What follows belongs to an exercise in optimizing a design on an open flow for small area and a short achievable clock period; a production flow would make more cautious choices.
Function was checked by simulation only, so behaviour that the tests miss may differ from the original.

==> design.v <==
module sisaFIR(
  input         clock,
  input         reset,
  input  [63:0] io_in,
  output [63:0] io_out
);
  reg [63:0] z1;  
  reg [63:0] z2;  
  reg [63:0] z3;  
  reg [63:0] z4;  
  reg [63:0] z5;  
  reg [63:0] z6;  
  reg [63:0] z7;  
  reg [63:0] z8;  
  reg [63:0] z9;  
  wire [66:0] _T = io_in * 64'h5;  
  wire [67:0] _T_1 = z1 * 64'hc;  
  wire [67:0] _GEN_0 = {{1'd0}, _T};  
  wire [67:0] _T_3 = _GEN_0 + _T_1;  
  wire [68:0] _T_4 = z2 * 64'h1e;  
  wire [68:0] _GEN_1 = {{1'd0}, _T_3};  
  wire [68:0] _T_6 = _GEN_1 + _T_4;  
  wire [69:0] _T_7 = z3 * 64'h32;  
  wire [69:0] _GEN_2 = {{1'd0}, _T_6};  
  wire [69:0] _T_9 = _GEN_2 + _T_7;  
  wire [69:0] _T_10 = z4 * 64'h3f;  
  wire [69:0] _T_12 = _T_9 + _T_10;  
  wire [69:0] _T_13 = z5 * 64'h3f;  
  wire [69:0] _T_15 = _T_12 + _T_13;  
  wire [69:0] _T_16 = z6 * 64'h32;  
  wire [69:0] _T_18 = _T_15 + _T_16;  
  wire [68:0] _T_19 = z7 * 64'h1e;  
  wire [69:0] _GEN_3 = {{1'd0}, _T_19};  
  wire [69:0] _T_21 = _T_18 + _GEN_3;  
  wire [67:0] _T_22 = z8 * 64'hc;  
  wire [69:0] _GEN_4 = {{2'd0}, _T_22};  
  wire [69:0] _T_24 = _T_21 + _GEN_4;  
  wire [66:0] _T_25 = z9 * 64'h5;  
  wire [69:0] _GEN_5 = {{3'd0}, _T_25};  
  wire [69:0] _T_27 = _T_24 + _GEN_5;  
  assign io_out = _T_27[63:0];  
  always @(posedge clock) begin
    z1 <= io_in;  
    z2 <= z1;  
    z3 <= z2;  
    z4 <= z3;  
    z5 <= z4;  
    z6 <= z5;  
    z7 <= z6;  
    z8 <= z7;  
    z9 <= z8;  
  end
endmodule
==> run.sh <==
#!/bin/bash
# synth_recipe.tcl (not shown) runs the flow's synth.tcl, then flattens the netlist and writes it again
# the make line also repeats each setting of config.mk as NAME=value (left out here)
make -C /OpenROAD-flow-scripts/flow DESIGN_CONFIG=/design/flow/config.mk WORK_HOME=/design/flow/orfs CLKGATE_MAP_FILE= SYNTH_SCRIPT=/design/flow/synth_recipe.tcl finish
==> config.mk <==
export PLATFORM = sky130hd
export DESIGN_NAME = sisaFIR
export DESIGN_NICKNAME = sisaFIR
export VERILOG_FILES = /design/flow/design.v
export SDC_FILE = /design/flow/constraint.sdc
export NUM_CORES = 4
export LEC_CHECK = 0
export CAP_MARGIN = 20
export CORE_MARGIN = 2
export CORE_UTILIZATION = 40
export SLEW_MARGIN = 20
==> constraint.sdc <==
create_clock -name core_clock -period 18.0 [get_ports {clock}]
set_input_delay 3.6000 -clock core_clock [delete_from_list [all_inputs] [get_ports {clock}]]
set_output_delay 3.6000 -clock core_clock [all_outputs]
set_load 0.01 [all_outputs]
==> results of run 1 <==
[flip-flops by register name, indices dropped and copies added, names as in the netlist]
name	flops
z9	64
z8	64
z2	64
z3	64
z7	64
z1	64
z5	64
z6	64
z4	64
[through the flow]
| step | area [sq um] |
|---|---|
| 2_1_floorplan | 74910 |
| 3_3_place_gp | 79210 |
| 3_5_place_dp | 79210 |
| 4_1_cts | 81610 |
| 5_1_grt | 81650 |
| 6_report | 81660 |
[cells by family after synthesis]
group | Yosys count | synth area share [%]
AOI/OAI and AO/OA | 1242 | 10.64
xor gates and xnor gates | 436 | 5.134
adders and majority gates | 2240 | 51.82
buffers and inverters | 2331 | 11.69
DFF | 576 | 15.39
muxes | 3 | 0.04009
and+or+nand+nor | 803 | 5.286
[cell type report]
type | count | area, sq um | share of cell area (%)
Clock buffer | 89 | 1977 | 2.421
Tap cell | 2480 | 3103 | 3.800
Sequential cell | 576 | 11530 | 14.12
Inverter | 2286 | 8584 | 10.51
Timing Repair Buffer | 140 | 1371 | 1.679
Multi-Input combinational cell | 4724 | 54650 | 66.93
Antenna cell | 7 | 17.52 | 0.02145
Clock inverter | 36 | 424.2 | 0.5194
[cell usage after synthesis, types with 5 or more instances]
| cell type | number | area (sq um) |
|---|---|---|
| inv_1 | 2286 | 8581 |
| o221ai_1 | 5 | 43.79 |
| and4_1 | 10 | 87.58 |
| xnor2_1 | 266 | 2330 |
| a21oi_1 | 402 | 2012 |
| o31a_1 | 5 | 43.79 |
| or2_2 | 16 | 100.1 |
| o2111ai_1 | 7 | 61.31 |
| a21boi_0 | 14 | 105.1 |
| fa_1 | 1438 | 28790 |
| a211oi_1 | 23 | 172.7 |
| clkbuf_1 | 40 | 150.1 |
| nor4_1 | 6 | 37.54 |
| nand3_1 | 95 | 475.5 |
| o211ai_1 | 20 | 150.1 |
| a211o_1 | 7 | 61.31 |
| a31oi_1 | 38 | 237.7 |
| o21ai_1 | 12 | 60.06 |
| nand2b_1 | 72 | 450.4 |
| o21bai_1 | 71 | 533.0 |
| nor3b_1 | 6 | 45.04 |
| dfxtp_1 | 576 | 11530 |
| a41oi_1 | 12 | 105.1 |
| nor3_1 | 42 | 210.2 |
| nor2_1 | 178 | 668.1 |
| o21a_1 | 61 | 457.9 |
| a21o_1 | 247 | 1854 |
| nand4_1 | 39 | 244.0 |
| a2111oi_0 | 6 | 52.55 |
| o21ai_0 | 211 | 1056 |
| a221o_1 | 5 | 50.05 |
| or3_1 | 13 | 81.33 |
| a311o_1 | 7 | 70.07 |
| ha_1 | 802 | 10030 |
| a31o_2 | 9 | 78.83 |
| xor2_1 | 168 | 1471 |
| and3_1 | 35 | 219.0 |
| a311oi_1 | 9 | 78.83 |
| nor2b_1 | 47 | 294.0 |
| a221oi_1 | 9 | 78.83 |
| nand2_1 | 209 | 784.5 |
| o31ai_1 | 16 | 120.1 |
| and2_1 | 19 | 118.9 |
[layer usage]
layer / share of wire (%) / GRT usage, % / vias to the layer above
li1: - / - / 23842
met1: 39 / 25.17 / 25223
met2: 52 / 39.08 / 1012
met3: 3.2 / 2.195 / 340
met4: 5.3 / 9.394 / 0
met5: 0 / 0 / -
[final timing paths]
path	from	end	slack (ns)
setup / recovery	z2[8]	io_out[63]	0.73
setup reg to reg	z5[42]	z6[42]	17.21
hold reg to reg	z8[62]	z9[62]	0.33
hold / removal	z8[62]	z9[62]	0.33
[timing repair]
item,4_1_cts,5_1_grt
endpoints found under the setup margin,0,5
resized for setup,0,5
hold endpoints to repair,0,0
==> impl_metrics.tcl, run 1 <==
set metrics [dict create \
    layout_commonest_cell "inv_1" \
    worstMarginPinSlew_ns 1.088 \
    clock_latency_ns 0.70 \
    grt_first_pass_wirelength_um 311000 \
    max_freq_ghz 0.05792 \
    crit_path_max_fanout 8 \
    path_depth 44 \
    rsz0062_at_grt "no" \
    dp_hpwl_um 178300 \
    drc_errors 0 \
    drt-vias-per-instance 4.877 \
    synthCells 7631 \
    fin_nets 10106 \
    die_x_um 436.8 \
    grt_use_total_pct 21.35 \
    yosysWarningCount 1 \
    crit_buf_inv 8 \
    synth_ff_type "dfxtp_1" \
    cts-htree-levels 3 \
    fin_ws_ns 0.7342 \
    final_util_pct 43.95 \
    grt_max_degree 14 \
    area_delta_synth_final_pct 9.009 \
    fill_cells 18023 \
    initial_core_util_pct 40.31 \
    grt.overflow.total 0 \
    ant_nets 0 \
    cts_buffer_depth 3 \
    cp.required_ns 14.40 \
    layout-drive-gt1-share_pct 2.267 \
    hold_violations 0 \
    crit_family "adder cells" \
    worst_path_max_delay_cell "or4_1" \
    vias 50417 \
    place_inst 10206 \
    clk_pin_slew_ns 0.06 \
    syn_area_per_cell_sq_um 9.817 \
    status "finished clean" \
    yosysSeqAreaShare_pct 15.39 \
    startpoint_type "flop" \
    cpMostUsedCell "fa_1" \
    first_iter_violations 2616 \
    synth.distinct_cells 85 \
    fp.dieH_um 436.8 \
    synth_edf_count 0 \
    clock_sinks 576 \
    root_buffer "clkbuf_16" \
    whs_ns 0.3252 \
    wl_per_cell_um 19.20 \
    slew_headroom_pct 27.02 \
    worst_path_largest_cell_delay_ns 0.57 \
    syn-cell-area_sq_um 74910 \
    drt-pass1-iter-count 6 \
    ys_ff_latch 576 \
    worstHoldPathType "reg2reg" \
    finalCritPeriodShare_pct 95.92 \
    cts_buffers 72 \
    final_cells 10338 \
    crit_type "reg2out" \
    grt_pass1_vias 54024 \
    arrival_ns 13.67 \
    post-route-min-period_ns 17.27 \
    hold_depth 0 \
    dieArea_sq_um 190800 \
    placementRows 158 \
    final_cell_mix "inv_1, fa_1, ha_1" \
    slew_viol_final 0 \
    boundaryPins 130 \
    synthArstFlopShare_pct 0 \
    routed_wl_um 198500 \
    ctsHoldBuffers 0 \
    end_kind "primary output" \
    setup_viol 0 \
    cts_tree "built" \
    final.setup.tns_ns 0 \
    reg2regPathDepth 0 \
    finalClockSkew_ns 0.03290 \
    port_buffers 128 \
    maxCapViolCount 0 \
    gp_congestion 0.9289 \
    post-place-ws_ns 1.383 \
    antenna_found_initial 6 \
    cts_setup_buffers 0 \
    fp.coreArea_sq_um 185800 \
    syn_nets 9937 \
]
==> inputs of run 2 (changes only) <==
==> design.v (replaced) <==
module sisaFIR(
  input         clock,
  input         reset,
  input  [63:0] io_in,
  output [63:0] io_out
);
  reg [63:0] r1, r2, r3, r4, r5, r6, r7, r8, r9;
  wire [63:0] x   = io_in;
  wire [63:0] m3  = x + {x[62:0], 1'b0};           
  wire [63:0] m5  = x + {x[61:0], 2'b0};           
  wire [63:0] m15 = {x[59:0], 4'b0} - x;           
  wire [63:0] m25 = m5 + {m5[61:0], 2'b0};         
  wire [63:0] m63 = {x[57:0], 6'b0} - x;           
  wire [63:0] m12 = {m3[61:0], 2'b0};
  wire [63:0] m30 = {m15[62:0], 1'b0};
  wire [63:0] m50 = {m25[62:0], 1'b0};
  assign io_out = x + {x[61:0], 2'b0} + r1;
  always @(posedge clock) begin
    r1 <= m12 + r2;
    r2 <= m30 + r3;
    r3 <= m50 + r4;
    r4 <= m63 + r5;
    r5 <= m63 + r6;
    r6 <= m50 + r7;
    r7 <= m30 + r8;
    r8 <= m12 + r9;
    r9 <= m5;
  end
endmodule
==> impl_metrics.tcl, run 2 <==
set metrics [dict create \
    synth.top_cell.area_share_pct 20.72 \
    vias 51047 \
    synth_ff_type "dfxtp_1" \
    grt_first_pass_wirelength_um 264300 \
    initial_core_util_pct 40.37 \
    first_iter_violations 3903 \
    ys_ff_latch 576 \
    worst_path_largest_cell_delay_ns 0.70 \
    worstHoldPathType "reg2reg" \
    ctsHoldBuffers 0 \
    final_cell_mix "ha_1, a21oi_1, dfxtp_1" \
    fin_ws_ns 2.341 \
    clock_latency_ns 0.66 \
    cts_tree "built" \
    syn_area_per_cell_sq_um 8.192 \
    hold_violations 0 \
    area_delta_synth_final_pct 10.54 \
    startpoint_type "primary input" \
    grt.overflow.total 0 \
    grt_use_total_pct 23.91 \
    synthCells 6792 \
    post-place-ws_ns 2.479 \
    boundaryPins 130 \
    grt_pass1_vias 47810 \
    routed_wl_um 176800 \
    crit_path_max_fanout 7 \
    finalClockSkew_ns 0.02413 \
    cts-htree-levels 3 \
    wl_per_cell_um 20.12 \
    setup_viol 0 \
    synth_commonest_cells "ha_1, a21oi_1, dfxtp_1" \
    clk_pin_slew_ns 0.06 \
    cts_resized 0 \
    max_freq_ghz 0.06386 \
    slew_headroom_pct 33.47 \
    final.setup.tns_ns 0 \
    yosysWarningCount 1 \
    syn-cell-area_sq_um 55640 \
    seq_area_sq_um 11530 \
    synth_edf_count 0 \
    maxCapViolCount 0 \
    cts_setup_buffers 0 \
    post-route-min-period_ns 15.66 \
    placementRows 136 \
    synth.distinct_cells 117 \
    crit_buf_inv 2 \
    multi_input_area_sq_um 42560 \
    fill_cells 13546 \
    gp_congestion 0.9647 \
    place_inst 8658 \
    port_buffers 128 \
    synthArstFlopShare_pct 0 \
    synth.area.top_cells "dfxtp_1, ha_1, xnor2_1" \
    worstMarginPinSlew_ns 0.9925 \
    yosysTopAreaCell "dfxtp_1" \
    drt-pass1-iter-count 6 \
    final_cells 8787 \
    drc_errors 0 \
    root_buffer "clkbuf_16" \
    die_x_um 377.0 \
    cp.required_ns 14.40 \
    crit_family "compound AO/OA/AOI/OAI gates" \
    rsz0062_at_grt "no" \
    dieArea_sq_um 142100 \
    arrival_ns 12.06 \
    fin_nets 7884 \
    slew_viol_final 0 \
    finalCritPeriodShare_pct 86.99 \
    fp.dieH_um 377.0 \
    dp_hpwl_um 145400 \
    status "finished clean" \
    yosysMostFrequentCell "ha_1" \
    syn_nets 7740 \
    drt-vias-per-instance 5.809 \
    ant_nets 0 \
    end_kind "primary output" \
    cts_buffer_depth 3 \
    antenna_found_initial 6 \
    worst_path_max_delay_cell "clkdlybuf4s50_1" \
    layout_commonest_cell "ha_1" \
    grt_max_degree 21 \
    yosysSeqAreaShare_pct 20.72 \
    cts_buffers 70 \
    fp.coreArea_sq_um 137800 \
    crit_type "in2out" \
    layout-drive-gt1-share_pct 3.691 \
    clock_sinks 576 \
]
-- run 2: worst register-to-register path: cells and delay by family (launching register included) --
family	cells	cell delay [ns]
adders and majority gates	2	0.64
xor gates and xnor gates	1	0.36
DFF	1	0.31
AOI/OAI and AO/OA	12	3.48
and+or+nand+nor	1	0.11
-- run 2: path summary, 6_finish.rpt --
| check | from | to | slack (ns) | cells past startpoint |
|---|---|---|---|---|
| setup / recovery | io_in[13] | io_out[63] | 2.34 | 26 |
| hold / removal | r9[1] | r8[1] | 0.32 | 0 |
| setup reg to reg | r8[1] | r7[63] | 12.96 | 16 |
| hold reg to reg | r9[1] | r8[1] | 0.32 | 0 |
-- run 2: cells by family after synthesis --
logic type | Yosys count | synth area share [%]
AOI/OAI and AO/OA | 2471 | 29.32
and+or+nand+nor | 1655 | 14.50
DFF | 576 | 20.72
xor gates and xnor gates | 796 | 12.58
adders and majority gates | 884 | 20.03
buffers and inverters | 407 | 2.791
muxes | 3 | 0.05397
-- run 2: cell type report --
| class | instances | share of cell area [%] |
|---|---|---|
| multi-input cells | 5809 | 69.19 |
| flip-flops and latches | 576 | 18.75 |
| well taps | 1794 | 3.649 |
| clock buffers | 100 | 3.381 |
| repair buffers | 157 | 2.437 |
| inverters | 322 | 1.977 |
| clock inverters | 26 | 0.6062 |
| diodes | 3 | 0.01221 |
-- run 2: metrics by stage --
stage / util [%] / instance area [sq um] / hold WS (ns)
2_1_floorplan: - / 55640 / 0.3096
3_3_place_gp: 42.84 / 59050 / 0.3102
3_5_place_dp: 42.84 / 59050 / 0.3128
4_1_cts: 44.62 / 61500 / 0.3255
5_1_grt: 44.63 / 61510 / 0.3327
6_report: 44.63 / 61510 / 0.3249
-- run 2: routing by layer --
layer  wire (um)  global-route usage, %  vias up
li1            -                      -    25349
met3       11250                  2.028      203
met5           0                      0        -
met4        3856                  6.392        0
met2       69570                  34.67     1622
met1       92150                  37.12    23873

==> static timing again, ports no longer ideal <==
Ports are ideal in the flow. The routed layouts listed here were re-timed in OpenROAD.
Step 1 assumes that a clkbuf_16 drives the clock port and a buf_2 every other input.
Step 2, shift: input delay + t, output delay - t, t = (earliest + latest rising clock arrival at the registers) / 2. This alone moves slack from input paths to output paths.
Three values: no drivers, after step 1, after step 2; two values: the first two.
run	t, ns	setup WS [ns]	clock arrival spread, ns	slew at the worst register clock pin (ns)	worst slew at a driven data input, ns
run 1	0.770	0.734 / 0.649 / 1.420	0.039 / 0.039	0.07 / 0.07	0.12
run 2	0.724	2.341 / 2.280 / 2.280	0.025 / 0.024	0.06 / 0.06	0.10
After both steps setup and hold are still met in every run listed. For run 2, which loses most, drivers alone change the setup slack by -0.061 ns; drivers and shift together by -0.061 ns.
